From an optimization exercise on the open Yosys and OpenROAD flow, aimed at small area and a short achievable clock period; shortcuts taken in it are not production practice. RTL that was checked went through simulation tests only; none was proved equivalent to the original. The RTL of runs 2, 3, 6 and 7 was laid out without a check of its function. Power figures rest on the tool's default switching activity, not on a simulated workload.

==> flow/design.v, too long to show whole: its modules and the start of the top module <==
// module alu_top: 24 lines
// module ALU: 801 lines
// module alu_fin: 151 lines
// module ha: 6 lines
// module fa: 6 lines
module alu_top(CLK, OP1, OP2, OPRN, OUT, ZERO);
  // ...
==> flow/flow/run.sh <==
#!/bin/bash
set -euo pipefail
bash standard.sh "BUFFER_PORTS_ARGS=-buffer_cell sky130_fd_sc_hd__buf_1" SETUP_SLACK_MARGIN=21.5 finish > standard_flow.log 2>&1
==> flow/standard.sh <==
#!/bin/bash
# synth_recipe.tcl (not shown) runs the flow's synth.tcl, then flattens the netlist and writes it again
# the make line also repeats each setting of config.mk as NAME=value (left out here)
make -C /OpenROAD-flow-scripts/flow DESIGN_CONFIG=/design/flow/config.mk WORK_HOME=/design/flow/orfs CLKGATE_MAP_FILE= SYNTH_SCRIPT=/design/flow/synth_recipe.tcl "${@:-finish}"
==> flow/config.mk <==
export PLATFORM = sky130hd
export DESIGN_NAME = alu_top
export DESIGN_NICKNAME = alu_top
export VERILOG_FILES = /design/flow/design.v
export SDC_FILE = /design/flow/constraint.sdc
export NUM_CORES = 4
export LEC_CHECK = 0
export CAP_MARGIN = 20
export CORE_MARGIN = 2
export CORE_UTILIZATION = 40
export SLEW_MARGIN = 20
export SYNTH_HIERARCHICAL = 1
export SYNTH_MINIMUM_KEEP_SIZE = 0
==> flow/constraint.sdc <==
create_clock -name core_clock -period 29.5 [get_ports {CLK}]
set_input_delay 5.9000 -clock core_clock [delete_from_list [all_inputs] [get_ports {CLK}]]
set_output_delay 5.9000 -clock core_clock [all_outputs]
set_load 0.01 [all_outputs]
==> run summary, run 1 <==
In the final layout, multi-input gates take up about three quarters of the cell area. The clock transition at the register clock pins on the worst setup and hold paths after CTS came out at roughly 70 ps. The number of setup buffers added after CTS came out at 6. The routed length per instance is 26.18 um. The worst slew margin relative to its limit came out at a little under a quarter.

The number of sinks driven by the clock tree came out at roughly 100. In the post-route analysis, the smallest setup slack over all paths is 21630 ps. The number of buffer cells added on primary ports is between 100 and 150. The count of multi-input combinational gates is 1508.

The largest contributor to cell area by class is multi-input combinational cells. Summing all multi-input logic gate instances after layout gives between 10000 and 15000 sq um. The net count reported at finish came out at 2317. Pin placement for this block handled between 100 and 150 I/O pins.

The utilization after layout came out at about 45%. The peak supply drop is a little over 0.08 mV. The net load switching power is 883.8 uW. The buffer and inverter count on the worst path is 3. The final layout contains a sequential cell count of just over 100.

The combinational group share of total power came out at between 80% and 90%. The worst setup path is captured at a register. The shortest period the worst path allows came out at 7866 ps.

The largest registers in the layout are op1_q: 32 flops, op2_q: 32 flops, out_q: 32 flops. The largest net degree at the start of global routing is 63. Using the TritonRoute via totals, the vias-per-cell ratio works out to between 6 and 7.

The first TritonRoute pass finished after 12 iterations. The met1 routed wirelength after detailed routing is 26320 um. The peak fanout along the critical path came out at 38. The start-to-end type of the worst setup path is register to register. Sequential cells make up roughly a tenth of the cell area. The highest clock rate came out at between 100 and 150 MHz. The data arrival time of the worst path is slightly above 8000 ps. The synthesis warning total is 7. The clock network burns about 7% of the power. Dividing the final minimum period by the clock period gives around a quarter. The sequential power came out at around 190 uW.

The count of inverters other than clock inverters in the layout came out at about 120. The run finished with no timing, DRC or antenna violations. The kind of cell with the highest combined delay along the critical path is adder cells. Data on the critical path is required at its endpoint by a little under 30000 ps. The placed standard-cell area is about 19000 sq um.

In this run the most critical hold path is launched from op1_q[29]. For met1 alone, demand over resource in global routing was about two fifths.
==> module alu_fin, before the edit <==
module alu_fin(OUT, ZERO, ms, mc, fci, sel_s, sel_r, lg, zfix, zuse);
	output [31:0] OUT;
	output ZERO;
	input [31:0] ms, mc, lg;
	input fci, sel_s, sel_r, zfix, zuse;
	wire [31:0] fx = ms;
	wire [31:0] fy = mc;
	wire [31:0] pg_p = fx ^ fy;
	wire [31:0] pg_g = fx & fy;
	wire G0_0 = pg_g[0] | (pg_p[0] & fci);
	wire G1_0 = pg_g[1] | (pg_p[1] & G0_0);
	wire G3_2 = pg_g[3] | (pg_p[3] & pg_g[2]);
	wire P3_2 = pg_p[3] & pg_p[2];
	wire G5_4 = pg_g[5] | (pg_p[5] & pg_g[4]);
	wire P5_4 = pg_p[5] & pg_p[4];
	wire G7_6 = pg_g[7] | (pg_p[7] & pg_g[6]);
	wire P7_6 = pg_p[7] & pg_p[6];
	wire G9_8 = pg_g[9] | (pg_p[9] & pg_g[8]);
	wire P9_8 = pg_p[9] & pg_p[8];
	wire G11_10 = pg_g[11] | (pg_p[11] & pg_g[10]);
	wire P11_10 = pg_p[11] & pg_p[10];
	wire G13_12 = pg_g[13] | (pg_p[13] & pg_g[12]);
	wire P13_12 = pg_p[13] & pg_p[12];
	wire G15_14 = pg_g[15] | (pg_p[15] & pg_g[14]);
	wire P15_14 = pg_p[15] & pg_p[14];
	wire G17_16 = pg_g[17] | (pg_p[17] & pg_g[16]);
	wire P17_16 = pg_p[17] & pg_p[16];
	wire G19_18 = pg_g[19] | (pg_p[19] & pg_g[18]);
	wire P19_18 = pg_p[19] & pg_p[18];
	wire G21_20 = pg_g[21] | (pg_p[21] & pg_g[20]);
	wire P21_20 = pg_p[21] & pg_p[20];
	wire G23_22 = pg_g[23] | (pg_p[23] & pg_g[22]);
	wire P23_22 = pg_p[23] & pg_p[22];
	wire G25_24 = pg_g[25] | (pg_p[25] & pg_g[24]);
	wire P25_24 = pg_p[25] & pg_p[24];
	wire G27_26 = pg_g[27] | (pg_p[27] & pg_g[26]);
	wire P27_26 = pg_p[27] & pg_p[26];
	wire G29_28 = pg_g[29] | (pg_p[29] & pg_g[28]);
	wire P29_28 = pg_p[29] & pg_p[28];
	wire G31_30 = pg_g[31] | (pg_p[31] & pg_g[30]);
	wire P31_30 = pg_p[31] & pg_p[30];
	wire G2_0 = pg_g[2] | (pg_p[2] & G1_0);
	wire G3_0 = G3_2 | (P3_2 & G1_0);
	wire G6_4 = pg_g[6] | (pg_p[6] & G5_4);
	wire P6_4 = pg_p[6] & P5_4;
	wire G7_4 = G7_6 | (P7_6 & G5_4);
	wire P7_4 = P7_6 & P5_4;
	wire G10_8 = pg_g[10] | (pg_p[10] & G9_8);
	wire P10_8 = pg_p[10] & P9_8;
	wire G11_8 = G11_10 | (P11_10 & G9_8);
	wire P11_8 = P11_10 & P9_8;
	wire G14_12 = pg_g[14] | (pg_p[14] & G13_12);
	wire P14_12 = pg_p[14] & P13_12;
	wire G15_12 = G15_14 | (P15_14 & G13_12);
	wire P15_12 = P15_14 & P13_12;
	wire G18_16 = pg_g[18] | (pg_p[18] & G17_16);
	wire P18_16 = pg_p[18] & P17_16;
	wire G19_16 = G19_18 | (P19_18 & G17_16);
	wire P19_16 = P19_18 & P17_16;
	wire G22_20 = pg_g[22] | (pg_p[22] & G21_20);
	wire P22_20 = pg_p[22] & P21_20;
	wire G23_20 = G23_22 | (P23_22 & G21_20);
	wire P23_20 = P23_22 & P21_20;
	wire G26_24 = pg_g[26] | (pg_p[26] & G25_24);
	wire P26_24 = pg_p[26] & P25_24;
	wire G27_24 = G27_26 | (P27_26 & G25_24);
	wire P27_24 = P27_26 & P25_24;
	wire G30_28 = pg_g[30] | (pg_p[30] & G29_28);
	wire P30_28 = pg_p[30] & P29_28;
	wire G31_28 = G31_30 | (P31_30 & G29_28);
	wire P31_28 = P31_30 & P29_28;
	wire G4_0 = pg_g[4] | (pg_p[4] & G3_0);
	wire G5_0 = G5_4 | (P5_4 & G3_0);
	wire G6_0 = G6_4 | (P6_4 & G3_0);
	wire G7_0 = G7_4 | (P7_4 & G3_0);
	wire G12_8 = pg_g[12] | (pg_p[12] & G11_8);
	wire P12_8 = pg_p[12] & P11_8;
	wire G13_8 = G13_12 | (P13_12 & G11_8);
	wire P13_8 = P13_12 & P11_8;
	wire G14_8 = G14_12 | (P14_12 & G11_8);
	wire P14_8 = P14_12 & P11_8;
	wire G15_8 = G15_12 | (P15_12 & G11_8);
	wire P15_8 = P15_12 & P11_8;
	wire G20_16 = pg_g[20] | (pg_p[20] & G19_16);
	wire P20_16 = pg_p[20] & P19_16;
	wire G21_16 = G21_20 | (P21_20 & G19_16);
	wire P21_16 = P21_20 & P19_16;
	wire G22_16 = G22_20 | (P22_20 & G19_16);
	wire P22_16 = P22_20 & P19_16;
	wire G23_16 = G23_20 | (P23_20 & G19_16);
	wire P23_16 = P23_20 & P19_16;
	wire G28_24 = pg_g[28] | (pg_p[28] & G27_24);
	wire P28_24 = pg_p[28] & P27_24;
	wire G29_24 = G29_28 | (P29_28 & G27_24);
	wire P29_24 = P29_28 & P27_24;
	wire G30_24 = G30_28 | (P30_28 & G27_24);
	wire P30_24 = P30_28 & P27_24;
	wire G31_24 = G31_28 | (P31_28 & G27_24);
	wire P31_24 = P31_28 & P27_24;
	wire G8_0 = pg_g[8] | (pg_p[8] & G7_0);
	wire G9_0 = G9_8 | (P9_8 & G7_0);
	wire G10_0 = G10_8 | (P10_8 & G7_0);
	wire G11_0 = G11_8 | (P11_8 & G7_0);
	wire G12_0 = G12_8 | (P12_8 & G7_0);
	wire G13_0 = G13_8 | (P13_8 & G7_0);
	wire G14_0 = G14_8 | (P14_8 & G7_0);
	wire G15_0 = G15_8 | (P15_8 & G7_0);
	wire G24_16 = pg_g[24] | (pg_p[24] & G23_16);
	wire P24_16 = pg_p[24] & P23_16;
	wire G25_16 = G25_24 | (P25_24 & G23_16);
	wire P25_16 = P25_24 & P23_16;
	wire G26_16 = G26_24 | (P26_24 & G23_16);
	wire P26_16 = P26_24 & P23_16;
	wire G27_16 = G27_24 | (P27_24 & G23_16);
	wire P27_16 = P27_24 & P23_16;
	wire G28_16 = G28_24 | (P28_24 & G23_16);
	wire P28_16 = P28_24 & P23_16;
	wire G29_16 = G29_24 | (P29_24 & G23_16);
	wire P29_16 = P29_24 & P23_16;
	wire G30_16 = G30_24 | (P30_24 & G23_16);
	wire P30_16 = P30_24 & P23_16;
	wire G31_16 = G31_24 | (P31_24 & G23_16);
	wire P31_16 = P31_24 & P23_16;
	wire G16_0 = pg_g[16] | (pg_p[16] & G15_0);
	wire G17_0 = G17_16 | (P17_16 & G15_0);
	wire G18_0 = G18_16 | (P18_16 & G15_0);
	wire G19_0 = G19_16 | (P19_16 & G15_0);
	wire G20_0 = G20_16 | (P20_16 & G15_0);
	wire G21_0 = G21_16 | (P21_16 & G15_0);
	wire G22_0 = G22_16 | (P22_16 & G15_0);
	wire G23_0 = G23_16 | (P23_16 & G15_0);
	wire G24_0 = G24_16 | (P24_16 & G15_0);
	wire G25_0 = G25_16 | (P25_16 & G15_0);
	wire G26_0 = G26_16 | (P26_16 & G15_0);
	wire G27_0 = G27_16 | (P27_16 & G15_0);
	wire G28_0 = G28_16 | (P28_16 & G15_0);
	wire G29_0 = G29_16 | (P29_16 & G15_0);
	wire G30_0 = G30_16 | (P30_16 & G15_0);
	wire G31_0 = G31_16 | (P31_16 & G15_0);
	wire [31:0] cy = {G30_0, G29_0, G28_0, G27_0, G26_0, G25_0, G24_0, G23_0, G22_0, G21_0, G20_0, G19_0, G18_0, G17_0, G16_0, G15_0, G14_0, G13_0, G12_0, G11_0, G10_0, G9_0, G8_0, G7_0, G6_0, G5_0, G4_0, G3_0, G2_0, G1_0, G0_0, fci};
	wire [31:0] sum = pg_p ^ cy;
	wire [31:0] srev;
	genvar gi;
	generate for (gi = 0; gi < 32; gi = gi + 1) begin : rev_s
		assign srev[gi] = sum[31-gi];
	end endgenerate
	assign OUT = ({32{sel_s}} & sum) | ({32{sel_r}} & srev) | lg;
	wire [31:0] zq = {fx[30:0] | fy[30:0], 1'b0} | {32{fci}};
	wire zs = ~|(fx ^ fy ^ zq);
	assign ZERO = zfix | (zuse & zs);
endmodule
==> inputs of run 2 (changes only) <==
--- a/flow/design.v
+++ b/flow/design.v
@@ -973,10 +973,17 @@
 		assign srev[gi] = sum[31-gi];
 	end endgenerate
 	assign OUT = ({32{sel_s}} & sum) | ({32{sel_r}} & srev) | lg;
-	wire [31:0] zq = {fx[30:0] | fy[30:0], 1'b0} | {32{fci}};
-	wire zs = ~|(fx ^ fy ^ zq);
+	wire zs;
+	alu_zd u_zd(zs, pg_p, pg_p | pg_g, fci);
 	assign ZERO = zfix | (zuse & zs);
 endmodule
+module alu_zd(zs, p, t, fci);
+	output zs;
+	input [31:0] p, t;
+	input fci;
+	wire [31:0] zq = {t[30:0], 1'b0} | {32{fci}};
+	assign zs = ~|(p ^ zq);
+endmodule
 module ha(s, co, a, b);
 	input a, b;
 	output s, co;
==> run 2 against run 1 <==
Against the previous run:
- die area up 1.1%
- sequential power about the same
- first-iteration DRC count down 15%
- critical path type unchanged
- critical endpoint unchanged
- highest routed layer unchanged
==> run summary, run 2 <==
The synthesis warning total is 7 (unchanged). The clock root buffer is sky130_fd_sc_hd__clkbuf_16 (unchanged). The beginning of the worst register-to-register path was op2_q[3] (was oprn_q[0]). The site row count is 77 (was 76).

The class of the tightest hold or removal check is register to register (unchanged). The start-to-end type of the worst setup path is register to register (unchanged). The required time reported for the critical path endpoint came to 29810 ps (was 29750 ps). The die footprint is 46180 sq um (was 45680 sq um).

The share of the cycle needed by the critical path after routing came out at 26.58% (was 26.67%). The total detailed-routing wirelength is 64880 um (was 65690 um). The net count reported at finish came out at 2350 (was 2317). The peak fanout along the critical path came out at 29 (was 38).

Setup repair after global routing missed its margin: true (was false). The count of endpoints failing setup in the final report came out at 0 (unchanged). The power density of the placed cells is 85.27 nW/um^2 (was 83.37 nW/um^2). The filler cell count in the final layout is 4334 (was 4239). The clock transition at the register clock pins on the worst setup and hold paths after CTS was 70 ps (about the same).

The clock tree buffer depth came to 2 (unchanged). The mean number of vias per cell is 6.151 (was 6.212). The I/O pin total came to 104 (unchanged).

The global-route usage over all layers is 27.83% (was 29.00%). The first element of the critical path is op2_q[3] (was oprn_q[0]). The initial antenna violation count came out at 0 (unchanged). Commonest non-fill, non-tap cells in the layout: 287 x sky130_fd_sc_hd__xnor2_1, 233 x sky130_fd_sc_hd__o22ai_1, 227 x sky130_fd_sc_hd__fa_1 (was 285 x sky130_fd_sc_hd__xnor2_1, 231 x sky130_fd_sc_hd__o22ai_1, 225 x sky130_fd_sc_hd__fa_1). The starting density of the core came out at 40.40% (was 40.66%). The routed length per instance is 25.46 um (was 26.18 um). The total congestion overflow was 0 (unchanged). The first-pass GRT wire length came to 97470 um (unchanged). The highest clock rate came out at 127.5 MHz (was 127.1 MHz). The post-route cell area is 19350 sq um (about the same). The average footprint of a synthesized cell is 9.314 sq um (was 9.433 sq um). The proportion of layout cells with a drive suffix above 1 is 8.282% (was 10.03%). The count of mapped cells out of synthesis is 1910 (was 1865). The number of H-tree levels is 3 (unchanged). The transition time at the pin with the least slew margin came to 1034 ps (was 1147 ps).

The net load switching power is 908.1 uW (was 883.8 uW). The clock power share came to 7.0% (about the same). The count of antenna diodes in the layout came out at 0 (unchanged).

The data arrival time of the worst path came to 8150 ps (was 8110 ps). The shortest period the worst path allows was 7841 ps (was 7866 ps). The setup skew after layout is 11.34 ps (was 8.547 ps). The number of buffers inserted during clock tree synthesis came out at 9 (unchanged). The max-capacitance violation count is 0 (unchanged). The worst slew margin relative to its limit is 30.46% (was 22.83%). The final estimated routing congestion in global placement is 0.9380 (was 0.9703). The leakage power of the design came out at 8.085 nW (was 8.027 nW). The count of nets left with antenna violations after detail routing came out at 0 (unchanged).

The die outline width came out at 214.9 um (was 213.7 um). The placed standard-cell area came out at 18850 sq um (was 18630 sq um). The area of the mapped netlist came out at 17790 sq um (was 17590 sq um).

The number of remaining DRC errors is 0 (unchanged). The total iterations of the first detailed-routing run is 6 (was 12). The final number of hold-violating endpoints came to 0 (unchanged). The TritonCTS clock tree was built (unchanged). The footprint of the multi-input gates came out at 14800 sq um (was 14760 sq um).

The final count of pins violating max slew came out at 0 (unchanged). The endpoint type of the worst setup path is a register (unchanged). The number of buffer cells added on primary ports came out at 101 (unchanged).

The peak supply drop came to 0.08783 mV (was 0.08246 mV). The height of the die came out at 214.9 um (was 213.7 um). The placeable core region is 44030 sq um (was 43270 sq um). Leading registers by flop count: op1_q: 32 flops, op2_q: 32 flops, out_q: 32 flops (unchanged). The combinational group share of total power is 81.4% (was 81.2%). The number of vias in the routed layout was 15670 (was 15590).

The worst-skew pair later-pin latency was 360 ps (about the same). The area used by sequential logic in the layout is 2033 sq um (was 2041 sq um). The commonest non-fill, non-tap cell in the layout was sky130_fd_sc_hd__xnor2_1 (unchanged). The number of buffers inserted by hold repair at cts came to 0 (unchanged). The number of DRC markers after the initial detailed-route iteration came out at 1573 (was 1857).

The critical path startpoint category is a register (unchanged). Status: no timing/DRC/antenna violations (unchanged). The total half-perimeter wirelength after legalization and detailed placement came out at 49120 um (was 48690 um).

The total negative setup slack came out at 0 ps (unchanged). The critical hold path startpoint is op1_q[29] (unchanged). The number of sinks driven by the clock tree is 101 (unchanged).

The number of global-route vias before repair came out at 15400 (was 15370). The area growth from synthesis to layout came out at 8.756% (was 9.992%). The internal cell power was 741.8 uW (was 729.4 uW). The sequential group share of total power is 11.6% (was 11.9%). The switching power share of the total is 55.04% (was 54.79%). The largest net degree at the start of global routing came out at 62 (was 63).
## run 2: through the flow
step	hold slack [ps]	instances	utilization, %	power (mW)	setup slack, ps
5_1_grt	937.6	2548	43.94	1.784	21370
6_report	886.0	2548	43.94	1.650	21660
2_1_floorplan	649.2	1933	-	1.073	22260
3_3_place_gp	865.0	2526	42.80	1.483	19990
4_1_cts	859.9	2546	43.80	1.630	21500
3_5_place_dp	850.3	2526	42.80	1.506	19910
## run 2: area by class of cell
cell class	count	area share [%]
repair buffers	161	4.605
multi-input cells	1520	76.48
flip-flops and latches	101	10.51
well taps	592	3.828
inverters	158	3.065
clock buffers	10	1.235
clock inverters	6	0.2781
## run 2: final timing paths
kind	to	slack (ps)	depth (start not counted)
max	zero_q	21660	22
min	out_q[29]	890	4
max reg2reg	zero_q	21660	22
min reg2reg	out_q[29]	890	4
## run 2: what timing repair did
| item | CTS | global route |
|---|---|---|
| endpoints found under the setup margin | 33 | 15 |
| resized for setup | 25 | 10 |
| setup buffers | 3 | 1 |
| gates cloned | 1 | 1 |
| pin swaps | 2 | 3 |
## run 2: power by group through the flow
stage          clock [mW]  sequential (mW)  combinational, mW
4_1_cts             0.116            0.191               1.32
3_5_place_dp            0            0.193               1.31
3_3_place_gp            0            0.193               1.29
5_1_grt             0.123            0.193               1.47
2_1_floorplan           0            0.194              0.880
6_report            0.115            0.191               1.34
## run 2: routing by layer
layer  vias up  part of all wire, %  track usage [%]
met3       154                  9.0            4.713
met4         0                  4.3            10.21
met1      7831                   41            37.65
met2       892                   46            44.70
li1       6795                    -                -
met5         -                    0                0
## run 2: worst max-delay path, stage by stage (launching register included)
cell,delay [ps]
sky130_fd_sc_hd__dfxtp_4,440
sky130_fd_sc_hd__inv_1,90
sky130_fd_sc_hd__ha_1,210
sky130_fd_sc_hd__and3b_1,280
sky130_fd_sc_hd__a32o_1,310
sky130_fd_sc_hd__buf_4,240
sky130_fd_sc_hd__a222oi_1,490
sky130_fd_sc_hd__xnor2_1,150
sky130_fd_sc_hd__fa_1,490
sky130_fd_sc_hd__fa_1,530
sky130_fd_sc_hd__fa_1,450
sky130_fd_sc_hd__fa_1,410
sky130_fd_sc_hd__fa_1,500
sky130_fd_sc_hd__fa_1,450
sky130_fd_sc_hd__fa_1,600
sky130_fd_sc_hd__inv_1,100
sky130_fd_sc_hd__ha_1,310
sky130_fd_sc_hd__or3_1,360
sky130_fd_sc_hd__a211oi_2,180
sky130_fd_sc_hd__a21oi_1,80
sky130_fd_sc_hd__or4_4,560
sky130_fd_sc_hd__nor4_4,370
sky130_fd_sc_hd__a21o_1,170
==> inputs of run 3 (changes only) <==
==> flow/flow/run.sh (replaced) <==
#!/bin/bash
set -euo pipefail
bash standard.sh "BUFFER_PORTS_ARGS=-buffer_cell sky130_fd_sc_hd__buf_1" SETUP_SLACK_MARGIN=22 finish > standard_flow.log 2>&1
==> run 3 against run 2 <==
Against the previous run:
- die area stayed put
- design area is 3.5% higher
- worst hold slack worse by 16 ps
- synthesized area stayed put
- sequential power hardly changed
- maximum frequency is 3.8% higher
- first-iteration DRC count is 8.2% higher
- power is 3.0% higher
- non-clock buffer count is 37 higher
- combinational power is 4% higher
- global-route usage is 0.23 points higher
==> run summary, run 3 <==
Status: no timing/DRC/antenna violations (unchanged). The global-route track usage on met1 is 37.99% (was 37.65%). The share of the cycle needed by the critical path after routing came out at 25.62% (was 26.58%).

The site row count came out at 77 (unchanged). Setup repair after global routing missed its margin: true (unchanged). The max-capacitance violation count came to 0 (unchanged).

The I/O pin total is 104 (unchanged). The setup skew after layout came out at 11.19 ps (was 11.34 ps). The cell total after placement came to 2526 (unchanged). The filler cell count in the final layout came out at 4270 (was 4334).

The layer with the highest usage is met2 (unchanged). The leakage power of the design was 8.353 nW (was 8.085 nW). The final estimated routing congestion in global placement came out at 0.9380 (unchanged). The number of vias in the routed layout was 15980 (was 15670). The number of H-tree levels came out at 3 (unchanged).

The total iterations of the first detailed-routing run came out at 7 (was 6). The placeable core region is 44030 sq um (unchanged). The peak fanout along the critical path is 19 (was 29). The endpoint type of the worst setup path is a register (unchanged).

The height of the die is 214.9 um (unchanged). The count of mapped cells out of synthesis is 1910 (unchanged). The critical path's most frequent cell is sky130_fd_sc_hd__fa_1 (unchanged). The final number of hold-violating endpoints came out at 0 (unchanged).

The peak supply drop came out at 0.08938 mV (was 0.08783 mV). The count of nets left with antenna violations after detail routing is 0 (unchanged). The count of endpoints failing setup in the final report came out at 0 (unchanged). The starting density of the core came to 40.40% (unchanged). The slowest cell on the critical path is sky130_fd_sc_hd__fa_1 (unchanged).

The area growth from synthesis to layout is 12.55% (was 8.756%). The number of buffer cells added on primary ports came to 101 (unchanged). The routed length per instance is 25.91 um (was 25.46 um). The power density of the placed cells is 84.90 nW/um^2 (was 85.27 nW/um^2). The final cell count without fillers is 2586 (was 2548). The clock root buffer is sky130_fd_sc_hd__clkbuf_16 (unchanged). The number of global-route vias before repair is 15480 (was 15400). The start-to-end type of the worst setup path is register to register (unchanged).

The critical hold path startpoint is op1_q[29] (unchanged). The highest clock rate came to 132.3 MHz (was 127.5 MHz). The critical path startpoint category is a register (unchanged). The shortest period the worst path allows is 7557 ps (was 7841 ps). The total half-perimeter wirelength after legalization and detailed placement was 49120 um (unchanged).

The mean number of vias per cell came out at 6.178 (was 6.151). The clock transition at the register clock pins on the worst setup and hold paths after CTS came out at 70 ps (about the same). The total congestion overflow is 0 (unchanged).

The number of buffers inserted by hold repair at cts is 0 (unchanged). Commonest non-fill, non-tap cells in the layout: 285 x sky130_fd_sc_hd__xnor2_1, 232 x sky130_fd_sc_hd__o22ai_1, 215 x sky130_fd_sc_hd__fa_1 (was 287 x sky130_fd_sc_hd__xnor2_1, 233 x sky130_fd_sc_hd__o22ai_1, 227 x sky130_fd_sc_hd__fa_1). The die outline width is 214.9 um (unchanged). The synthesis warning total is 7 (unchanged). The commonest non-fill, non-tap cell in the layout is sky130_fd_sc_hd__xnor2_1 (unchanged). The number of DRC markers after the initial detailed-route iteration is 1702 (was 1573). The data arrival time of the worst path came out at 7860 ps (was 8150 ps).

The global-route usage over all layers is 28.06% (was 27.83%). The clock tree buffer depth came out at 2 (unchanged). The worst slew margin relative to its limit came to 28.76% (was 30.46%). The average footprint of a synthesized cell is 9.314 sq um (unchanged). The number of sinks driven by the clock tree came out at 101 (unchanged). The worst-skew pair later-pin latency is 360 ps (about the same). The global routing met3 resource utilization came out at 4.926% (was 4.713%). The TritonCTS clock tree is built (unchanged). The class of the tightest hold or removal check was register to register (unchanged). The number of buffers inserted during clock tree synthesis came to 9 (unchanged). The proportion of layout cells with a drive suffix above 1 came out at 12.14% (was 8.282%). The required time reported for the critical path endpoint is 29810 ps (about the same).

The beginning of the worst register-to-register path is oprn_q[0] (was op2_q[3]). Worst path cell trace: buf_12 -> nand3b_1 -> buf_6 -> buf_12 -> mux2_2 -> a222oi_1 -> xnor2_1 -> fa_1 -> fa_1 -> fa_2 -> fa_2 -> fa_1 -> fa_1 -> fa_2 -> inv_2 -> ha_4 -> or3_4 -> a211oi_2 -> o22ai_1 -> or4_4 -> nor4_4 -> a21o_1 (was inv_1 -> ha_1 -> and3b_1 -> a32o_1 -> buf_4 -> a222oi_1 -> xnor2_1 -> fa_1 -> fa_1 -> fa_1 -> fa_1 -> fa_1 -> fa_1 -> fa_1 -> inv_1 -> ha_1 -> or3_1 -> a211oi_2 -> a21oi_1 -> or4_4 -> nor4_4 -> a21o_1). The area of the mapped netlist came out at 17790 sq um (unchanged). The largest net degree at the start of global routing is 62 (unchanged).

The global routing usage on met2 was 44.95% (was 44.70%). The total detailed-routing wirelength came out at 67010 um (was 64880 um). The final count of pins violating max slew came to 0 (unchanged). The number of remaining DRC errors came out at 0 (unchanged).

Leading registers by flop count: op1_q: 32 flops, op2_q: 32 flops, out_q: 32 flops (unchanged). The first element of the critical path was oprn_q[0] (was op2_q[3]). The delay contributed by the slowest stage of the critical path is 650 ps (was 600 ps).

The initial antenna violation count came out at 0 (unchanged). The total negative setup slack came to 0 ps (unchanged). The transition time at the pin with the least slew margin came to 1059 ps (was 1034 ps). The first-pass GRT wire length is 98150 um (was 97470 um). The count of antenna diodes in the layout is 0 (unchanged). The die footprint is 46180 sq um (unchanged). The net count reported at finish came out at 2388 (was 2350).
-- run 3: per-stage QoR --
| step | total power [mW] | hold slack (ps) | util, % | area (sq um) | worst slack [ps] |
|---|---|---|---|---|---|
| final | 1.700 | 869.6 | 45.48 | 20020 | 21940 |
| after global routing | 1.836 | 937.5 | 45.48 | 20020 | 21870 |
| after global placement | 1.483 | 865.0 | 42.80 | 18850 | 19990 |
| after CTS | 1.645 | 859.9 | 44.02 | 19380 | 21890 |
| after floorplan | 1.073 | 649.2 | - | 17880 | 22260 |
| after detailed placement | 1.506 | 850.3 | 42.80 | 18850 | 19910 |
-- run 3: worst paths after layout --
check,to,slack (ps),cells after the start
max,zero_q,21940,22
min,out_q[29],870,4
max reg2reg,zero_q,21940,22
min reg2reg,out_q[29],870,4
-- run 3: critical path: cells and delay by family, from the launching register on --
kind / cells / cell delay [ps]
adders and majority gates: 8 / 3620
and+or+nand+nor: 4 / 1360
AOI/OAI and AO/OA: 4 / 920
buffers and inverters: 4 / 620
DFF: 1 / 370
muxes: 1 / 360
xor gates and xnor gates: 1 / 240
-- run 3: layout make-up --
type / instances / area [sq um] / area share, %
Clock inverter: 6 / 53.80 / 0.2687
Inverter: 158 / 593.1 / 2.962
Timing Repair Buffer: 198 / 1381 / 6.899
Clock buffer: 10 / 239.0 / 1.194
Sequential cell: 101 / 2052 / 10.25
Multi-Input combinational cell: 1521 / 14960 / 74.73
Tap cell: 592 / 740.7 / 3.699
-- run 3: timing repair --
| item | in CTS | in global routing |
|---|---|---|
| pin swaps | 6 | 24 |
| gates resized for setup | 36 | 74 |
| gates cloned | 3 | 8 |
| setup buffers | 5 | 28 |
| endpoints found under the setup margin | 33 | 17 |
-- run 3: power by group --
part	leakage [nW]	total, mW	internal [mW]	switching (mW)
Combinational	7.35	1.39	0.546	0.849
Sequential	0.854	0.191	0.169	0.0223
Clock	0.147	0.115	0.0611	0.0535
Total	8.35	1.70	0.775	0.924
-- run 3: layer usage --
metal,up-vias,wire (um)
met5,-,0
met4,0,3049
met3,175,6265
met2,955,30790
met1,7964,26910
li1,6883,-
==> inputs of run 4 (changes only) <==
--- a/flow/design.v
+++ b/flow/design.v
@@ -973,17 +973,10 @@
 		assign srev[gi] = sum[31-gi];
 	end endgenerate
 	assign OUT = ({32{sel_s}} & sum) | ({32{sel_r}} & srev) | lg;
-	wire zs;
-	alu_zd u_zd(zs, pg_p, pg_p | pg_g, fci);
+	wire [31:0] zq = {fx[30:0] | fy[30:0], 1'b0} | {32{fci}};
+	wire zs = ~|(fx ^ fy ^ zq);
 	assign ZERO = zfix | (zuse & zs);
 endmodule
-module alu_zd(zs, p, t, fci);
-	output zs;
-	input [31:0] p, t;
-	input fci;
-	wire [31:0] zq = {t[30:0], 1'b0} | {32{fci}};
-	assign zs = ~|(p ^ zq);
-endmodule
 module ha(s, co, a, b);
 	input a, b;
 	output s, co;
==> run 4 against run 3 <==
Against the previous run:
- clock skew decreased by 3.3 ps
- synthesized cell count shrank 2.4%
- clock power is essentially flat
- core utilization rose by 0.21 points
- wire length is 0.31% lower
- design area is 1.3% lower
- count of clock-buffer cells in the layout decreased by 1
- critical endpoint unchanged
==> run summary, run 4 <==
The number of buffers inserted during clock tree synthesis was 9 (unchanged). The endpoint type of the worst setup path is a register (unchanged). The count of nets left with antenna violations after detail routing was 0 (unchanged).

The slowest cell on the critical path is sky130_fd_sc_hd__fa_1 (unchanged). The highest clock rate is 135.4 MHz (was 132.3 MHz). The class of the tightest hold or removal check is register to register (unchanged). The footprint of the multi-input gates came out at 14910 sq um (was 14960 sq um).

The critical path startpoint category is a register (unchanged). The clock transition at the register clock pins on the worst setup and hold paths after CTS came out at 70 ps (about the same). The die footprint is 45680 sq um (was 46180 sq um).

The total detailed-routing wirelength is 66800 um (was 67010 um). The total iterations of the first detailed-routing run is 6 (was 7). The peak fanout along the critical path came out at 10 (was 19). The number of vias in the routed layout is 15760 (was 15980). The final cell count without fillers is 2522 (was 2586). The global-route usage over all layers is 29.48% (was 28.06%).

Worst path cell trace: and2b_1 -> and2_1 -> a32oi_4 -> o22ai_1 -> xnor2_1 -> fa_1 -> fa_1 -> fa_1 -> fa_1 -> fa_1 -> ha_1 -> fa_2 -> inv_2 -> ha_4 -> a21oi_1 -> or3b_4 -> or4_4 -> a2111oi_4 -> nand4_1 -> o41ai_2 (was buf_12 -> nand3b_1 -> buf_6 -> buf_12 -> mux2_2 -> a222oi_1 -> xnor2_1 -> fa_1 -> fa_1 -> fa_2 -> fa_2 -> fa_1 -> fa_1 -> fa_2 -> inv_2 -> ha_4 -> or3_4 -> a211oi_2 -> o22ai_1 -> or4_4 -> nor4_4 -> a21o_1). The mean number of vias per cell came to 6.249 (was 6.178). The I/O pin total came to 104 (unchanged). The required time reported for the critical path endpoint was 29750 ps (was 29810 ps).

The critical path's top delay family is adder cells (unchanged). The count of mapped cells out of synthesis came out at 1865 (was 1910). The count of endpoints failing setup in the final report came out at 0 (unchanged). The start-to-end type of the worst setup path is register to register (unchanged). The setup skew after layout was 7.899 ps (was 11.19 ps).

The clock tree buffer depth was 2 (unchanged). The site row count was 76 (was 77). The number of buffer cells added on primary ports came out at 101 (unchanged). The count of antenna diodes in the layout came out at 0 (unchanged). The starting density of the core is 40.66% (was 40.40%). The leakage power of the design came out at 8.167 nW (was 8.353 nW). The data arrival time of the worst path is 7640 ps (was 7860 ps). The first-pass GRT wire length is 98990 um (was 98150 um).

The die outline width came out at 213.7 um (was 214.9 um). The global routing met3 resource utilization came out at 6.224% (was 4.926%). The proportion of layout cells with a drive suffix above 1 came out at 11.82% (was 12.14%).

The number of global-route vias before repair came out at 15520 (was 15480). The largest net degree at the start of global routing was 39 (was 62). The cell total after placement was 2473 (was 2526). The power density of the placed cells came out at 84.82 nW/um^2 (was 84.90 nW/um^2). Status: no timing/DRC/antenna violations (unchanged). The clock root buffer is sky130_fd_sc_hd__clkbuf_16 (unchanged).

Setup repair after global routing missed its margin: true (unchanged). The worst-skew pair later-pin latency is 370 ps (was 360 ps). The commonest non-fill, non-tap cell in the layout is sky130_fd_sc_hd__xnor2_1 (unchanged). The height of the die came out at 213.7 um (was 214.9 um).

The total negative setup slack is 0 ps (unchanged). The final count of pins violating max slew is 0 (unchanged). The number of remaining DRC errors came out at 0 (unchanged). Commonest non-fill, non-tap cells in the layout: 284 x sky130_fd_sc_hd__xnor2_1, 231 x sky130_fd_sc_hd__o22ai_1, 218 x sky130_fd_sc_hd__fa_1 (was 285 x sky130_fd_sc_hd__xnor2_1, 232 x sky130_fd_sc_hd__o22ai_1, 215 x sky130_fd_sc_hd__fa_1). The peak supply drop came out at 0.07455 mV (was 0.08938 mV). The initial antenna violation count came to 0 (unchanged).

The worst slew margin relative to its limit came to 20.88% (was 28.76%). The placeable core region is 43270 sq um (was 44030 sq um). The area growth from synthesis to layout was 12.35% (was 12.55%). The max-capacitance violation count came to 0 (unchanged). The area of the mapped netlist came out at 17590 sq um (was 17790 sq um). The final number of hold-violating endpoints is 0 (unchanged).

The TritonCTS clock tree is built (unchanged). The buffer and inverter count on the worst path is 1 (was 4). The critical path's most frequent cell is sky130_fd_sc_hd__fa_1 (unchanged). The delay contributed by the slowest stage of the critical path came to 640 ps (was 650 ps). The layer with the highest usage was met2 (unchanged). The global-route track usage on met1 is 39.08% (was 37.99%).

The share of the cycle needed by the critical path after routing came to 25.04% (was 25.62%). The transition time at the pin with the least slew margin came out at 1176 ps (was 1059 ps). The filler cell count in the final layout came out at 4189 (was 4270). The number of sinks driven by the clock tree was 101 (unchanged). The number of H-tree levels was 3 (unchanged). The shortest period the worst path allows came to 7386 ps (was 7557 ps). The total half-perimeter wirelength after legalization and detailed placement came out at 48690 um (was 49120 um). The total congestion overflow came out at 0 (unchanged). Leading registers by flop count: op1_q: 32 flops, op2_q: 32 flops, out_q: 32 flops (unchanged).

The number of DRC markers after the initial detailed-route iteration came out at 1947 (was 1702). The average footprint of a synthesized cell came to 9.433 sq um (was 9.314 sq um). The routed length per instance is 26.49 um (was 25.91 um). The global routing usage on met2 came out at 47.23% (was 44.95%). The area used by sequential logic in the layout came to 2043 sq um (was 2052 sq um).

The final estimated routing congestion in global placement is 0.9703 (was 0.9380). The synthesis warning total was 7 (unchanged). The net count reported at finish came out at 2330 (was 2388).
-- run 4: cell types whose count changed in the layout (fill, tap and decap cells not counted), sizes merged, moves of 4 or more --
cell / before / now
a21oi: 40 / 48
buf: 191 / 182
inv: 160 / 124
nor2: 64 / 73
nor2b: 11 / 7
nor3: 19 / 9
nor4b: 1 / 5
o211ai: 14 / 18
o21bai: 4 / 0
o41ai: 5 / 1
or3: 7 / 3
-- run 4: worst register-to-register path, cell delays in order (launching register included) --
cell and delay, ps:
sky130_fd_sc_hd__dfxtp_2 460, sky130_fd_sc_hd__and2b_1 340, sky130_fd_sc_hd__and2_1 350, sky130_fd_sc_hd__a32oi_4 500, sky130_fd_sc_hd__o22ai_1 190, sky130_fd_sc_hd__xnor2_1 180, sky130_fd_sc_hd__fa_1 640, sky130_fd_sc_hd__fa_1 440
sky130_fd_sc_hd__fa_1 400, sky130_fd_sc_hd__fa_1 550, sky130_fd_sc_hd__fa_1 430, sky130_fd_sc_hd__ha_1 220, sky130_fd_sc_hd__fa_2 620, sky130_fd_sc_hd__inv_2 80, sky130_fd_sc_hd__ha_4 270, sky130_fd_sc_hd__a21oi_1 40
sky130_fd_sc_hd__or3b_4 400, sky130_fd_sc_hd__or4_4 440, sky130_fd_sc_hd__a2111oi_4 270, sky130_fd_sc_hd__nand4_1 170, sky130_fd_sc_hd__o41ai_2 290
-- run 4: area by class of cell --
class                           count  share of cell area (%)
Timing Repair Buffer              189                   6.761
Tap cell                          585                   3.703
Inverter                          122                   2.317
Clock inverter                      7                  0.2849
Clock buffer                        9                   1.139
Multi-Input combinational cell   1509                   75.46
Sequential cell                   101                   10.34
-- run 4: metrics by stage --
stage                     area, sq um  worst slack (ps)  power [mW]  utilization (%)  hold WS, ps
final                           19770             22110       1.676            45.68        859.5
after global routing            19770             21970       1.793            45.68        907.4
after CTS                       19440             21890       1.605            44.94        844.2
after detailed placement        18630             19860       1.461            43.07        829.1
after global placement          18630             19880       1.440            43.07        829.3
after floorplan                 17680             22300       1.039                -        649.2
-- run 4: power by group --
group / switching, mW / internal, mW / total [mW]
sequential: 0.0223 / 0.169 / 0.191
clock: 0.0549 / 0.0583 / 0.113
combinational: 0.833 / 0.539 / 1.37
-- run 4: final timing paths --
kind | startpoint | end | slack, ps | cells past startpoint
min reg2reg | op1_q[29] | out_q[29] | 860 | 4
max | oprn_q[3] | zero_q | 22110 | 20
max reg2reg | oprn_q[3] | zero_q | 22110 | 20
min | op1_q[29] | out_q[29] | 860 | 4
-- run 4: repair_timing --
action                     in CTS  in global routing
pin swaps                      11                 25
setup endpoints to repair      33                 18
setup buffers                  14                  7
gates cloned                    8                  4
gates resized for setup        61                 44
hold buffers                    0                  0
-- run 4: per-layer routing --
layer  part of all wire (%)  routed length [um]
met4                    4.0                2680
met1                     40               26480
met5                      0                   0
met2                     46               30920
met3                     10                6720
==> inputs of run 5 (changes only) <==
==> flow/flow/run.sh (replaced) <==
#!/bin/bash
set -euo pipefail
bash standard.sh "BUFFER_PORTS_ARGS=-buffer_cell sky130_fd_sc_hd__buf_1" SETUP_SLACK_MARGIN=22.5 finish > standard_flow.log 2>&1
==> run 5 against run 4 <==
Against the previous run:
- still clean on timing, DRC and antenna
- first-iteration DRC count down 4.9%
- core utilization up 2.7 points
- final cell count up 2.5%
- design area up 5.9%
- register-to-register slack worse by 110 ps
- count of clock-buffer cells in the layout up 1
- combinational power up 9%
- critical path depth up 2
- sequential power about the same
- synthesized area unchanged
- die area unchanged
- wire length up 3.3%
==> run summary, run 5 <==
The total half-perimeter wirelength after legalization and detailed placement came out at 49000 um (was 48690 um). The total congestion overflow came out at 0 (unchanged). The total negative setup slack was 0 ps (unchanged). The worst slew margin relative to its limit is 44.76% (was 20.88%). The starting density of the core is 40.66% (unchanged). The filler cell count in the final layout came to 4054 (was 4189). The die outline width came out at 213.7 um (unchanged). The start-to-end type of the worst setup path is register to register (unchanged). The data arrival time of the worst path came to 7760 ps (was 7640 ps). The max-capacitance violation count came out at 0 (unchanged). The layer with the highest usage is met2 (unchanged). The I/O pin total came out at 104 (unchanged). The height of the die came out at 213.7 um (unchanged). The number of buffer cells added on primary ports is 101 (unchanged).

Leading registers by flop count: op1_q: 32 flops, op2_q: 32 flops, out_q: 32 flops (unchanged). Setup repair after global routing missed its margin: true (unchanged). The number of remaining DRC errors is 0 (unchanged). The number of vias in the routed layout is 16320 (was 15760). The shortest period the worst path allows was 7495 ps (was 7386 ps).

The synthesis warning total came to 7 (unchanged). The number of sinks driven by the clock tree came to 101 (unchanged). The sequential group share of total power is 10.5% (was 11.4%).

The average footprint of a synthesized cell is 9.433 sq um (unchanged). The largest net degree at the start of global routing was 35 (was 39). The net count reported at finish is 2393 (was 2330). The share of the cycle needed by the critical path after routing was 25.41% (was 25.04%). The highest clock rate is 133.4 MHz (was 135.4 MHz).

The transition time at the pin with the least slew margin is 826.7 ps (was 1176 ps). The number of DRC markers after the initial detailed-route iteration came out at 1851 (was 1947). The first-pass GRT wire length came out at 103100 um (was 98990 um). The peak fanout along the critical path came out at 29 (was 10). The number of global-route vias before repair is 16260 (was 15520).

The total iterations of the first detailed-routing run came out at 12 (was 6). The final hold slack came out at 849.0 ps (was 859.5 ps). The initial antenna violation count is 1 (was 0). The final estimated routing congestion in global placement came out at 0.9516 (was 0.9703). The peak supply drop is 0.06218 mV (was 0.07455 mV). The clock power share is 7.0% (was 6.8%). The TritonCTS clock tree is built (unchanged). The area used by sequential logic in the layout came out at 2054 sq um (was 2043 sq um). Commonest non-fill, non-tap cells in the layout: 281 x sky130_fd_sc_hd__xnor2_1, 219 x sky130_fd_sc_hd__o22ai_1, 185 x sky130_fd_sc_hd__fa_1 (was 284 x sky130_fd_sc_hd__xnor2_1, 231 x sky130_fd_sc_hd__o22ai_1, 218 x sky130_fd_sc_hd__fa_1). The net load switching power is 958.7 uW (was 910.4 uW). The beginning of the worst register-to-register path is oprn_q[1] (was oprn_q[3]).

The switching power share of the total is 52.92% (was 54.31%). The count of endpoints failing setup in the final report is 0 (unchanged). The number of buffers inserted by hold repair at cts was 0 (unchanged). The number of buffers inserted during clock tree synthesis is 9 (unchanged). The number of H-tree levels is 3 (unchanged). The proportion of layout cells with a drive suffix above 1 is 19.25% (was 11.82%). The final count of pins violating max slew is 0 (unchanged). The minimum setup slack in the final design is 22010 ps (was 22110 ps). The site row count came to 76 (unchanged). The power density of the placed cells came out at 86.53 nW/um^2 (was 84.82 nW/um^2). The capturing point of the worst reg2reg path is zero_q (unchanged). The class of the tightest hold or removal check was register to register (unchanged). The critical hold path startpoint is op1_q[1] (was op1_q[29]). The routed length per instance is 26.68 um (was 26.49 um). Status: no timing/DRC/antenna violations (unchanged). The clock root buffer is sky130_fd_sc_hd__clkbuf_16 (unchanged). The leakage power of the design is 8.548 nW (was 8.167 nW). The total detailed-routing wirelength came to 69000 um (was 66800 um). The area of the mapped netlist is 17590 sq um (unchanged). The required time reported for the critical path endpoint came out at 29770 ps (was 29750 ps). The hold path depth is 4 (unchanged). The clock tree buffer depth was 2 (unchanged). The count of nets left with antenna violations after detail routing came to 0 (unchanged). The global routing usage on met2 is 48.41% (was 47.23%). The global-route usage over all layers is 30.66% (was 29.48%). The global-route track usage on met1 came out at 39.88% (was 39.08%).

The count of mapped cells out of synthesis came out at 1865 (unchanged). The mean number of vias per cell is 6.312 (was 6.249). The first element of the critical path is oprn_q[1] (was oprn_q[3]). The footprint of the multi-input gates is 15290 sq um (was 14910 sq um).

The setup skew after layout is 21.21 ps (was 7.899 ps). The placement-stage worst setup slack came to 20400 ps (was 19860 ps). The placeable core region came out at 43270 sq um (unchanged). The utilization after layout came out at 48.39% (was 45.68%).

The commonest non-fill, non-tap cell in the layout is sky130_fd_sc_hd__xnor2_1 (unchanged). The worst-skew pair later-pin latency came out at 370 ps (about the same). The endpoint type of the worst setup path is a register (unchanged). The critical path startpoint category is a register (unchanged). The global routing met3 resource utilization is 7.909% (was 6.224%).

The combinational group share of total power came out at 82.5% (was 81.8%). The internal cell power came to 853.1 uW (was 766.0 uW). The endpoint with the worst hold slack is out_q[1] (was out_q[29]).

The clock transition at the register clock pins on the worst setup and hold paths after CTS came out at 90 ps (was 70 ps). The die footprint is 45680 sq um (unchanged). The worst-case reg-to-reg path depth is 22 (was 20). The slack of the worst reg-to-reg path came to 22010 ps (was 22110 ps). The area growth from synthesis to layout came to 19.01% (was 12.35%). The final number of hold-violating endpoints came out at 0 (unchanged).
run 5: area by class of cell:
type                            instances  area share (%)
Inverter                              122           2.187
Sequential cell                       101           9.812
Clock inverter                          6          0.3705
Multi-Input combinational cell       1507           73.05
Timing Repair Buffer                  254           9.932
Tap cell                              585           3.496
Antenna cell                            1         0.01195
Clock buffer                           10           1.141
run 5: worst max-delay path by stage:
stage | to | slack [ps] | cells after the start
2_1_floorplan | zero_q | 22520 | 24
3_3_place_gp | zero_q | 20490 | 21
3_5_place_dp | zero_q | 20400 | 21
4_1_cts | zero_q | 22010 | 21
5_1_grt | zero_q | 21810 | 22
6_report | zero_q | 22010 | 22
run 5: per-layer routing:
layer | part of all wire [%] | wire length (um) | up-vias
li1 | - | - | 6880
met1 | 38 | 26370 | 8144
met2 | 46 | 31750 | 1069
met3 | 11 | 7514 | 231
met4 | 4.9 | 3361 | 0
met5 | 0 | 0 | -
run 5: timing repair:
action,in CTS,in global routing
gates cloned,13,2
endpoints found under the setup margin,33,30
resized for setup,122,109
pin swaps,42,56
buffers inserted,51,30
run 5: power groups by stage:
| stage | Clock, mW | Combinational, mW | Sequential [mW] |
|---|---|---|---|
| 2_1_floorplan | 0 | 0.848 | 0.194 |
| 3_3_place_gp | 0 | 1.25 | 0.192 |
| 3_5_place_dp | 0 | 1.27 | 0.193 |
| 4_1_cts | 0.129 | 1.38 | 0.190 |
| 5_1_grt | 0.136 | 1.60 | 0.193 |
| 6_report | 0.126 | 1.50 | 0.191 |
run 5: worst max-delay path, stage by stage (launching register included):
cell	delay, ps
sky130_fd_sc_hd__dfxtp_4	370
sky130_fd_sc_hd__buf_12	160
sky130_fd_sc_hd__and4bb_4	240
sky130_fd_sc_hd__buf_12	160
sky130_fd_sc_hd__a32o_2	250
sky130_fd_sc_hd__buf_8	170
sky130_fd_sc_hd__a222oi_1	440
sky130_fd_sc_hd__xnor2_1	190
sky130_fd_sc_hd__fa_2	430
sky130_fd_sc_hd__fa_1	480
sky130_fd_sc_hd__fa_2	380
sky130_fd_sc_hd__fa_2	360
sky130_fd_sc_hd__fa_1	510
sky130_fd_sc_hd__fa_1	460
sky130_fd_sc_hd__fa_2	650
sky130_fd_sc_hd__inv_2	70
sky130_fd_sc_hd__ha_4	260
sky130_fd_sc_hd__a21oi_1	40
sky130_fd_sc_hd__or3b_2	480
sky130_fd_sc_hd__or4_4	470
sky130_fd_sc_hd__a2111oi_4	300
sky130_fd_sc_hd__nand4_1	220
sky130_fd_sc_hd__o41ai_2	310
run 5: stage by stage:
| stage | cell area [sq um] | total power, mW | cells |
|---|---|---|---|
| 2_1_floorplan | 17710 | 1.041 | 1889 |
| 3_3_place_gp | 18640 | 1.441 | 2473 |
| 3_5_place_dp | 18640 | 1.465 | 2473 |
| 4_1_cts | 20230 | 1.703 | 2553 |
| 5_1_grt | 20940 | 1.931 | 2585 |
| 6_report | 20940 | 1.812 | 2586 |
==> inputs of run 6 (changes only) <==
--- a/flow/design.v
+++ b/flow/design.v
@@ -973,10 +973,90 @@
 		assign srev[gi] = sum[31-gi];
 	end endgenerate
 	assign OUT = ({32{sel_s}} & sum) | ({32{sel_r}} & srev) | lg;
-	wire [31:0] zq = {fx[30:0] | fy[30:0], 1'b0} | {32{fci}};
-	wire zs = ~|(fx ^ fy ^ zq);
+	wire zs;
+	alu_zd u_zd(zs, pg_p, pg_p | pg_g, fci);
 	assign ZERO = zfix | (zuse & zs);
 endmodule
+module alu_zd(zs, p, t, fci);
+	output zs;
+	input [31:0] p, t;
+	input fci;
+	wire [31:0] zq = {t[30:0], 1'b0} | {32{fci}};
+	wire [31:0] e = ~(p ^ zq);   
+	wire z0_0;
+	z_nand2 u_z0_0(z0_0, e[0], e[1]);
+	wire z0_1;
+	z_nand2 u_z0_1(z0_1, e[2], e[3]);
+	wire z0_2;
+	z_nand2 u_z0_2(z0_2, e[4], e[5]);
+	wire z0_3;
+	z_nand2 u_z0_3(z0_3, e[6], e[7]);
+	wire z0_4;
+	z_nand2 u_z0_4(z0_4, e[8], e[9]);
+	wire z0_5;
+	z_nand2 u_z0_5(z0_5, e[10], e[11]);
+	wire z0_6;
+	z_nand2 u_z0_6(z0_6, e[12], e[13]);
+	wire z0_7;
+	z_nand2 u_z0_7(z0_7, e[14], e[15]);
+	wire z0_8;
+	z_nand2 u_z0_8(z0_8, e[16], e[17]);
+	wire z0_9;
+	z_nand2 u_z0_9(z0_9, e[18], e[19]);
+	wire z0_10;
+	z_nand2 u_z0_10(z0_10, e[20], e[21]);
+	wire z0_11;
+	z_nand2 u_z0_11(z0_11, e[22], e[23]);
+	wire z0_12;
+	z_nand2 u_z0_12(z0_12, e[24], e[25]);
+	wire z0_13;
+	z_nand2 u_z0_13(z0_13, e[26], e[27]);
+	wire z0_14;
+	z_nand2 u_z0_14(z0_14, e[28], e[29]);
+	wire z0_15;
+	z_nand2 u_z0_15(z0_15, e[30], e[31]);
+	wire z1_0;
+	z_nor2 u_z1_0(z1_0, z0_0, z0_1);
+	wire z1_1;
+	z_nor2 u_z1_1(z1_1, z0_2, z0_3);
+	wire z1_2;
+	z_nor2 u_z1_2(z1_2, z0_4, z0_5);
+	wire z1_3;
+	z_nor2 u_z1_3(z1_3, z0_6, z0_7);
+	wire z1_4;
+	z_nor2 u_z1_4(z1_4, z0_8, z0_9);
+	wire z1_5;
+	z_nor2 u_z1_5(z1_5, z0_10, z0_11);
+	wire z1_6;
+	z_nor2 u_z1_6(z1_6, z0_12, z0_13);
+	wire z1_7;
+	z_nor2 u_z1_7(z1_7, z0_14, z0_15);
+	wire z2_0;
+	z_nand2 u_z2_0(z2_0, z1_0, z1_1);
+	wire z2_1;
+	z_nand2 u_z2_1(z2_1, z1_2, z1_3);
+	wire z2_2;
+	z_nand2 u_z2_2(z2_2, z1_4, z1_5);
+	wire z2_3;
+	z_nand2 u_z2_3(z2_3, z1_6, z1_7);
+	wire z3_0;
+	z_nor2 u_z3_0(z3_0, z2_0, z2_1);
+	wire z3_1;
+	z_nor2 u_z3_1(z3_1, z2_2, z2_3);
+	wire z4_0;
+	z_nand2 u_z4_0(z4_0, z3_0, z3_1);
+	assign zs = ~z4_0;
+endmodule
+module z_nand2(y, a, b);
+	output y;
+	input a, b;
+	assign y = ~(a & b);
+endmodule
+module z_nor2(y, a, b);
+	output y;
+	input a, b;
+	assign y = ~(a | b);
+endmodule
 module ha(s, co, a, b);
 	input a, b;
 	output s, co;
==> flow/flow/run.sh (replaced) <==
#!/bin/bash
set -euo pipefail
bash standard.sh "BUFFER_PORTS_ARGS=-buffer_cell sky130_fd_sc_hd__buf_1" SETUP_SLACK_MARGIN=22 finish > standard_flow.log 2>&1
==> run 6 against run 5 <==
Against the previous run:
- critical path type unchanged
- sequential cell count stayed put
- first-iteration DRC count is 4.4% lower
- sequential power hardly changed
- synthesized cell count down 0.48%
- design area down 6.6%
- clock power about the same
- power is 11% lower
- highest routed layer unchanged
- wire length down 9.3%
==> run summary, run 6 <==
The peak fanout along the critical path came to 22 (was 29). The number of buffers inserted during clock tree synthesis came out at 9 (unchanged). The final number of hold-violating endpoints came out at 0 (unchanged). Leading registers by flop count: op1_q: 32 flops, op2_q: 32 flops, out_q: 32 flops (unchanged).

The minimum setup slack in the final design is 22180 ps (was 22010 ps). The count of antenna diodes in the layout is 0 (was 1). The cell total after placement came to 2473 (unchanged). The count of nets left with antenna violations after detail routing was 0 (unchanged).

The class of the tightest hold or removal check is register to register (unchanged). The setup skew after layout came out at 9.243 ps (was 21.21 ps). The beginning of the worst register-to-register path is oprn_q[3] (was oprn_q[1]). The final estimated routing congestion in global placement is 0.9608 (was 0.9516). The number of remaining DRC errors is 0 (unchanged). The total negative setup slack was 0 ps (unchanged). The placement-stage worst setup slack is 20320 ps (was 20400 ps). The die footprint came out at 45350 sq um (was 45680 sq um). The final count of pins violating max slew is 0 (unchanged). The number of H-tree levels is 3 (unchanged). The TritonCTS clock tree is built (unchanged). Status: no timing/DRC/antenna violations (unchanged).

The final hold slack was 822.6 ps (was 849.0 ps). The start-to-end type of the worst setup path is register to register (unchanged). The largest net degree at the start of global routing came out at 44 (was 35). The total half-perimeter wirelength after legalization and detailed placement is 45220 um (was 49000 um).

The footprint of the multi-input gates came out at 14690 sq um (was 15290 sq um). The number of sinks driven by the clock tree came out at 101 (unchanged). The critical hold path startpoint is op1_q[1] (unchanged). The average footprint of a synthesized cell is 9.409 sq um (was 9.433 sq um). The peak supply drop is 0.09434 mV (was 0.06218 mV).

The shortest period the worst path allows is 7324 ps (was 7495 ps). The site row count is 76 (unchanged). The height of the die is 212.9 um (was 213.7 um).

The count of mapped cells out of synthesis was 1856 (was 1865). The worst slew margin relative to its limit was 29.19% (was 44.76%). The routed length per instance is 24.85 um (was 26.68 um). The max-capacitance violation count is 0 (unchanged). The number of DRC markers after the initial detailed-route iteration came out at 1770 (was 1851). The die outline width came out at 212.9 um (was 213.7 um). The transition time at the pin with the least slew margin is 1052 ps (was 826.7 ps). The final cell count without fillers came out at 2519 (was 2586).

The share of the cycle needed by the critical path after routing came out at 24.83% (was 25.41%). The area growth from synthesis to layout is 11.95% (was 19.01%). The clock tree buffer depth came out at 2 (unchanged).

The filler cell count in the final layout came out at 4121 (was 4054). The utilization after layout is 45.38% (was 48.39%). The post-route cell area came out at 19550 sq um (was 20940 sq um). The total iterations of the first detailed-routing run came to 11 (was 12). The proportion of layout cells with a drive suffix above 1 came out at 11.63% (was 19.25%). The number of buffer cells added on primary ports is 101 (unchanged). The first-pass GRT wire length came out at 93000 um (was 103100 um). The net count reported at finish came out at 2328 (was 2393). The worst-skew pair later-pin latency was 350 ps (was 370 ps). The starting density of the core is 40.54% (was 40.66%). The clock transition at the register clock pins on the worst setup and hold paths after CTS came to 70 ps (was 90 ps).

The initial antenna violation count is 0 (was 1). The number of global-route vias before repair is 15280 (was 16260). The area used by sequential logic in the layout came to 2042 sq um (was 2054 sq um). The placeable core region came out at 43080 sq um (was 43270 sq um). The placed standard-cell area is 18550 sq um (was 18640 sq um).

The leakage power of the design came out at 8.248 nW (was 8.548 nW). Setup repair after global routing missed its margin: false (was true). The total detailed-routing wirelength came out at 62590 um (was 69000 um).

The data arrival time of the worst path came out at 7550 ps (was 7760 ps). The number of vias in the routed layout is 15110 (was 16320). Commonest non-fill, non-tap cells in the layout: 289 x sky130_fd_sc_hd__xnor2_1, 230 x sky130_fd_sc_hd__o22ai_1, 221 x sky130_fd_sc_hd__fa_1 (was 281 x sky130_fd_sc_hd__xnor2_1, 219 x sky130_fd_sc_hd__o22ai_1, 185 x sky130_fd_sc_hd__fa_1). The endpoint type of the worst setup path is a register (unchanged).

The global-route usage over all layers came out at 27.46% (was 30.66%). The highest clock rate came out at 136.5 MHz (was 133.4 MHz). The clock root buffer was sky130_fd_sc_hd__clkbuf_16 (unchanged).

The critical path startpoint category was a register (unchanged). The required time reported for the critical path endpoint is 29720 ps (was 29770 ps). The total congestion overflow came out at 0 (unchanged).

The first element of the critical path is oprn_q[3] (was oprn_q[1]). The commonest non-fill, non-tap cell in the layout is sky130_fd_sc_hd__xnor2_1 (unchanged). The I/O pin total came out at 104 (unchanged).

The count of endpoints failing setup in the final report was 0 (unchanged). The area of the mapped netlist came out at 17460 sq um (was 17590 sq um). The total chip power came to 1.608 mW (was 1.812 mW). The synthesis warning total is 7 (unchanged). The mean number of vias per cell is 5.996 (was 6.312). The power density of the placed cells is 82.23 nW/um^2 (was 86.53 nW/um^2).
[run 6: power by group]
group          total [mW]  switching (mW)  leakage, nW  internal [mW]
clock               0.123          0.0530        0.152         0.0695
sequential          0.192          0.0230        0.853          0.169
combinational        1.29           0.786         7.24          0.506
total                1.61           0.862         8.25          0.745
[run 6: final cells by class]
class | instances | share of cell area (%)
clock buffer | 10 | 1.222
sequential | 101 | 10.44
multi-input combinational | 1474 | 75.13
clock inverter | 6 | 0.3840
inverter | 156 | 2.995
timing repair buffer | 187 | 6.080
tap | 585 | 3.744
[run 6: what timing repair did]
| action | 4_1_cts | 5_1_grt |
|---|---|---|
| pin swaps | 6 | 24 |
| hold buffers | 0 | 0 |
| hold endpoints to repair | 0 | 0 |
| cloned | 5 | 6 |
| resized for setup | 40 | 54 |
| setup buffers | 6 | 13 |
| endpoints found under the setup margin | 33 | 15 |
[run 6: path summary, 6_finish.rpt]
kind	end	slack, ps	cells after the start
setup reg to reg	out_q[2]	22180	23
hold / removal	out_q[1]	820	3
setup / recovery	out_q[2]	22180	23
hold reg to reg	out_q[1]	820	3
[run 6: per-layer routing]
metal | track usage, % | vias to the layer above | routed length [um]
met3 | 8.104 | 166 | 7157
met2 | 44.78 | 901 | 28850
met4 | 8.994 | 0 | 2563
met1 | 34.78 | 7465 | 24020
li1 | - | 6573 | -
met5 | 0 | - | 0
[run 6: worst max-delay path, cell delays in order (launching register included)]
cell	delay, ps
sky130_fd_sc_hd__dfxtp_2	470
sky130_fd_sc_hd__and2b_1	320
sky130_fd_sc_hd__and2_2	310
sky130_fd_sc_hd__a22oi_1	320
sky130_fd_sc_hd__buf_6	300
sky130_fd_sc_hd__o22ai_1	130
sky130_fd_sc_hd__xnor2_1	170
sky130_fd_sc_hd__fa_1	450
sky130_fd_sc_hd__fa_2	370
sky130_fd_sc_hd__fa_2	350
sky130_fd_sc_hd__fa_1	510
sky130_fd_sc_hd__fa_1	420
sky130_fd_sc_hd__ha_2	190
sky130_fd_sc_hd__fa_1	600
sky130_fd_sc_hd__inv_1	100
sky130_fd_sc_hd__ha_4	310
sky130_fd_sc_hd__nand3_4	100
sky130_fd_sc_hd__nor3_4	320
sky130_fd_sc_hd__o2111ai_4	190
sky130_fd_sc_hd__a311o_1	390
sky130_fd_sc_hd__o21ai_2	180
sky130_fd_sc_hd__a21oi_2	100
sky130_fd_sc_hd__xnor2_2	190
sky130_fd_sc_hd__a221o_1	380
==> inputs of run 7 (changes only) <==
==> flow/flow/run.sh (replaced) <==
#!/bin/bash
set -euo pipefail
bash standard.sh "BUFFER_PORTS_ARGS=-buffer_cell sky130_fd_sc_hd__buf_1" SETUP_SLACK_MARGIN=22.5 finish > standard_flow.log 2>&1
==> run 7 against run 6 <==
Against the previous run:
- critical path type unchanged
- first-iteration DRC count increased by 7.8%
- clock power shrank 7%
- maximum frequency rose by 3.0%
- critical endpoint is now out_q[29]
- sequential share of layout area down 0.45 points
- final cell count rose by 2.0%
- synthesized area unchanged
- die area did not move
- setup slack improved by 210 ps
- combinational power is 12% higher
- still clean
==> run summary, run 7 <==
Status: no timing/DRC/antenna violations (unchanged). The power density of the placed cells is 85.37 nW/um^2 (was 82.23 nW/um^2). The share of the cycle needed by the critical path after routing came to 24.10% (was 24.83%). The final count of pins violating max slew is 0 (unchanged).

The number of DRC markers after the initial detailed-route iteration came out at 1908 (was 1770). The minimum setup slack in the final design was 22390 ps (was 22180 ps). The count of mapped cells out of synthesis is 1856 (unchanged).

The number of buffer cells added on primary ports is 101 (unchanged). The global-route usage over all layers is 28.80% (was 27.46%). The first-pass GRT wire length came out at 97100 um (was 93000 um). Commonest non-fill, non-tap cells in the layout: 286 x sky130_fd_sc_hd__xnor2_1, 230 x sky130_fd_sc_hd__o22ai_1, 208 x sky130_fd_sc_hd__fa_1 (was 289 x sky130_fd_sc_hd__xnor2_1, 230 x sky130_fd_sc_hd__o22ai_1, 221 x sky130_fd_sc_hd__fa_1). The placeable core region is 43080 sq um (unchanged). The required time reported for the critical path endpoint is 29730 ps (was 29720 ps).

The average footprint of a synthesized cell came out at 9.409 sq um (unchanged). The class of the tightest hold or removal check is register to register (unchanged). The starting density of the core came to 40.54% (unchanged). The total half-perimeter wirelength after legalization and detailed placement came out at 45520 um (was 45220 um). The number of buffers inserted during clock tree synthesis came out at 9 (unchanged). The shortest period the worst path allows is 7110 ps (was 7324 ps). The count of endpoints failing setup in the final report came to 0 (unchanged). The clock transition at the register clock pins on the worst setup and hold paths after CTS was 70 ps (about the same).

The global routing met3 resource utilization came out at 7.619% (was 8.104%). The final estimated routing congestion in global placement came out at 0.9568 (was 0.9608). The height of the die is 212.9 um (unchanged). The number of buffers inserted by hold repair at cts came to 0 (unchanged).

The die outline width is 212.9 um (unchanged). The placed standard-cell area came out at 18550 sq um (about the same). The initial antenna violation count came out at 0 (unchanged). The largest net degree at the start of global routing is 36 (was 44). The slowest cell on the critical path is sky130_fd_sc_hd__fa_2 (was sky130_fd_sc_hd__fa_1). The routed length per instance is 25.23 um (was 24.85 um). The clock root buffer is sky130_fd_sc_hd__clkbuf_16 (unchanged). The start-to-end type of the worst setup path is register to register (unchanged). The area of the mapped netlist came to 17460 sq um (unchanged).

The total negative setup slack was 0 ps (unchanged). The TritonCTS clock tree is built (unchanged). Leading registers by flop count: op1_q: 32 flops, op2_q: 32 flops, out_q: 32 flops (unchanged). The post-route cell area came out at 20560 sq um (was 19550 sq um). The delay contributed by the slowest stage of the critical path is 560 ps (was 600 ps). The final hold slack came out at 866.9 ps (was 822.6 ps). The setup skew after layout came out at 9.509 ps (was 9.243 ps). The number of global-route vias before repair is 15810 (was 15280). The transition time at the pin with the least slew margin came to 1116 ps (was 1052 ps). The critical path startpoint category is a register (unchanged). The worst slew margin relative to its limit is 24.92% (was 29.19%). The area growth from synthesis to layout was 17.75% (was 11.95%).

The data arrival time of the worst path came out at 7340 ps (was 7550 ps). The worst-skew pair later-pin latency came out at 360 ps (was 350 ps). The proportion of layout cells with a drive suffix above 1 is 15.78% (was 11.63%). The die footprint is 45350 sq um (unchanged). The commonest non-fill, non-tap cell in the layout is sky130_fd_sc_hd__xnor2_1 (unchanged). The synthesis warning total is 7 (unchanged). The leakage power of the design is 8.675 nW (was 8.248 nW).

The endpoint type of the worst setup path was a register (unchanged). The highest clock rate came out at 140.6 MHz (was 136.5 MHz). The slack of the worst reg-to-reg path is 22390 ps (was 22180 ps). The global routing usage on met2 came to 45.79% (was 44.78%). The net count reported at finish is 2378 (was 2328). The peak fanout along the critical path was 24 (was 22).

The final number of hold-violating endpoints came to 0 (unchanged). The number of vias in the routed layout is 15650 (was 15110). The mean number of vias per cell is 6.093 (was 5.996). The total congestion overflow is 0 (unchanged). The number of remaining DRC errors came out at 0 (unchanged). The number of H-tree levels came out at 3 (unchanged). The max-capacitance violation count came to 0 (unchanged). The count of antenna diodes in the layout is 0 (unchanged). The clock tree buffer depth came out at 2 (unchanged). Setup repair after global routing missed its margin: true (was false).

The global-route track usage on met1 is 37.04% (was 34.78%). The count of nets left with antenna violations after detail routing is 0 (unchanged). The number of sinks driven by the clock tree came out at 101 (unchanged). The total iterations of the first detailed-routing run came out at 6 (was 11).

The I/O pin total is 104 (unchanged). The filler cell count in the final layout came to 4004 (was 4121). The total detailed-routing wirelength is 64820 um (was 62590 um). The placement-stage worst setup slack came to 20610 ps (was 20320 ps). The layer with the highest usage is met2 (unchanged). The peak supply drop is 0.1199 mV (was 0.09434 mV).

The site row count is 76 (unchanged).
## run 7: cell count changes in the layout (fill, tap and decap cells not counted), moves of 5 or more
cell                        change
sky130_fd_sc_hd__buf_4         +27
sky130_fd_sc_hd__mux2i_4        +6
sky130_fd_sc_hd__fa_1          -13
sky130_fd_sc_hd__bufbuf_16      +9
sky130_fd_sc_hd__ha_4           +6
sky130_fd_sc_hd__ha_1           -5
sky130_fd_sc_hd__mux2i_2        -6
sky130_fd_sc_hd__fa_2          +13
sky130_fd_sc_hd__buf_6          +8
sky130_fd_sc_hd__buf_12         +9
## run 7: worst paths after layout
check | start | to | depth (start not counted)
max | oprn_q[0] | out_q[29] | 26
min | op1_q[30] | out_q[30] | 3
max reg2reg | oprn_q[0] | out_q[29] | 26
min reg2reg | op1_q[30] | out_q[30] | 3
## run 7: cell type report
| class | count | area, sq um | area share (%) |
|---|---|---|---|
| clock buffers | 11 | 252.7 | 1.229 |
| well taps | 585 | 732.0 | 3.559 |
| inverters | 156 | 588.1 | 2.860 |
| flip-flops and latches | 101 | 2054 | 9.991 |
| repair buffers | 239 | 1942 | 9.443 |
| multi-input cells | 1472 | 14950 | 72.70 |
| clock inverters | 5 | 43.79 | 0.2130 |
## run 7: through the flow
stage	util (%)	total power [mW]	std cells
after floorplan	-	1.016	1879
after global placement	43.07	1.419	2470
after detailed placement	43.07	1.440	2470
after CTS	47.01	1.637	2554
after global routing	47.74	1.875	2569
final	47.74	1.756	2569
## run 7: what timing repair did
item,4_1_cts,5_1_grt
endpoints found under the setup margin,33,25
resized for setup,137,39
pin swaps,38,50
cloned,17,1
setup buffers,51,14
## run 7: layer usage
metal,part of all wire [%],vias up
li1,-,6675
met1,38,7823
met2,46,928
met3,11,228
met4,5.2,0
met5,0,-
## run 7: where the power goes
part           leakage, nW  switching [mW]  internal (mW)
registers            0.854          0.0225          0.169
clock network        0.140          0.0527         0.0626
logic                 7.68           0.859          0.589
total                 8.68           0.934          0.821
## run 7: critical path, delay by kind of cell, from the launching register on
kind	cells	cell delay, ps
flops	1	350
fa+ha+maj	8	3190
xor+xnor	2	370
compound gates	6	1370
simple gates	3	480
mux	1	200
buf+inv	6	990

Check on run 7: ideal ports give 22.390 ns setup slack; a clkbuf_16 on the clock port and buf_2 on the inputs give 22.390 ns; moving port delays by the midpoint clock arrival (0.390 ns) as well gives 22.390 ns.
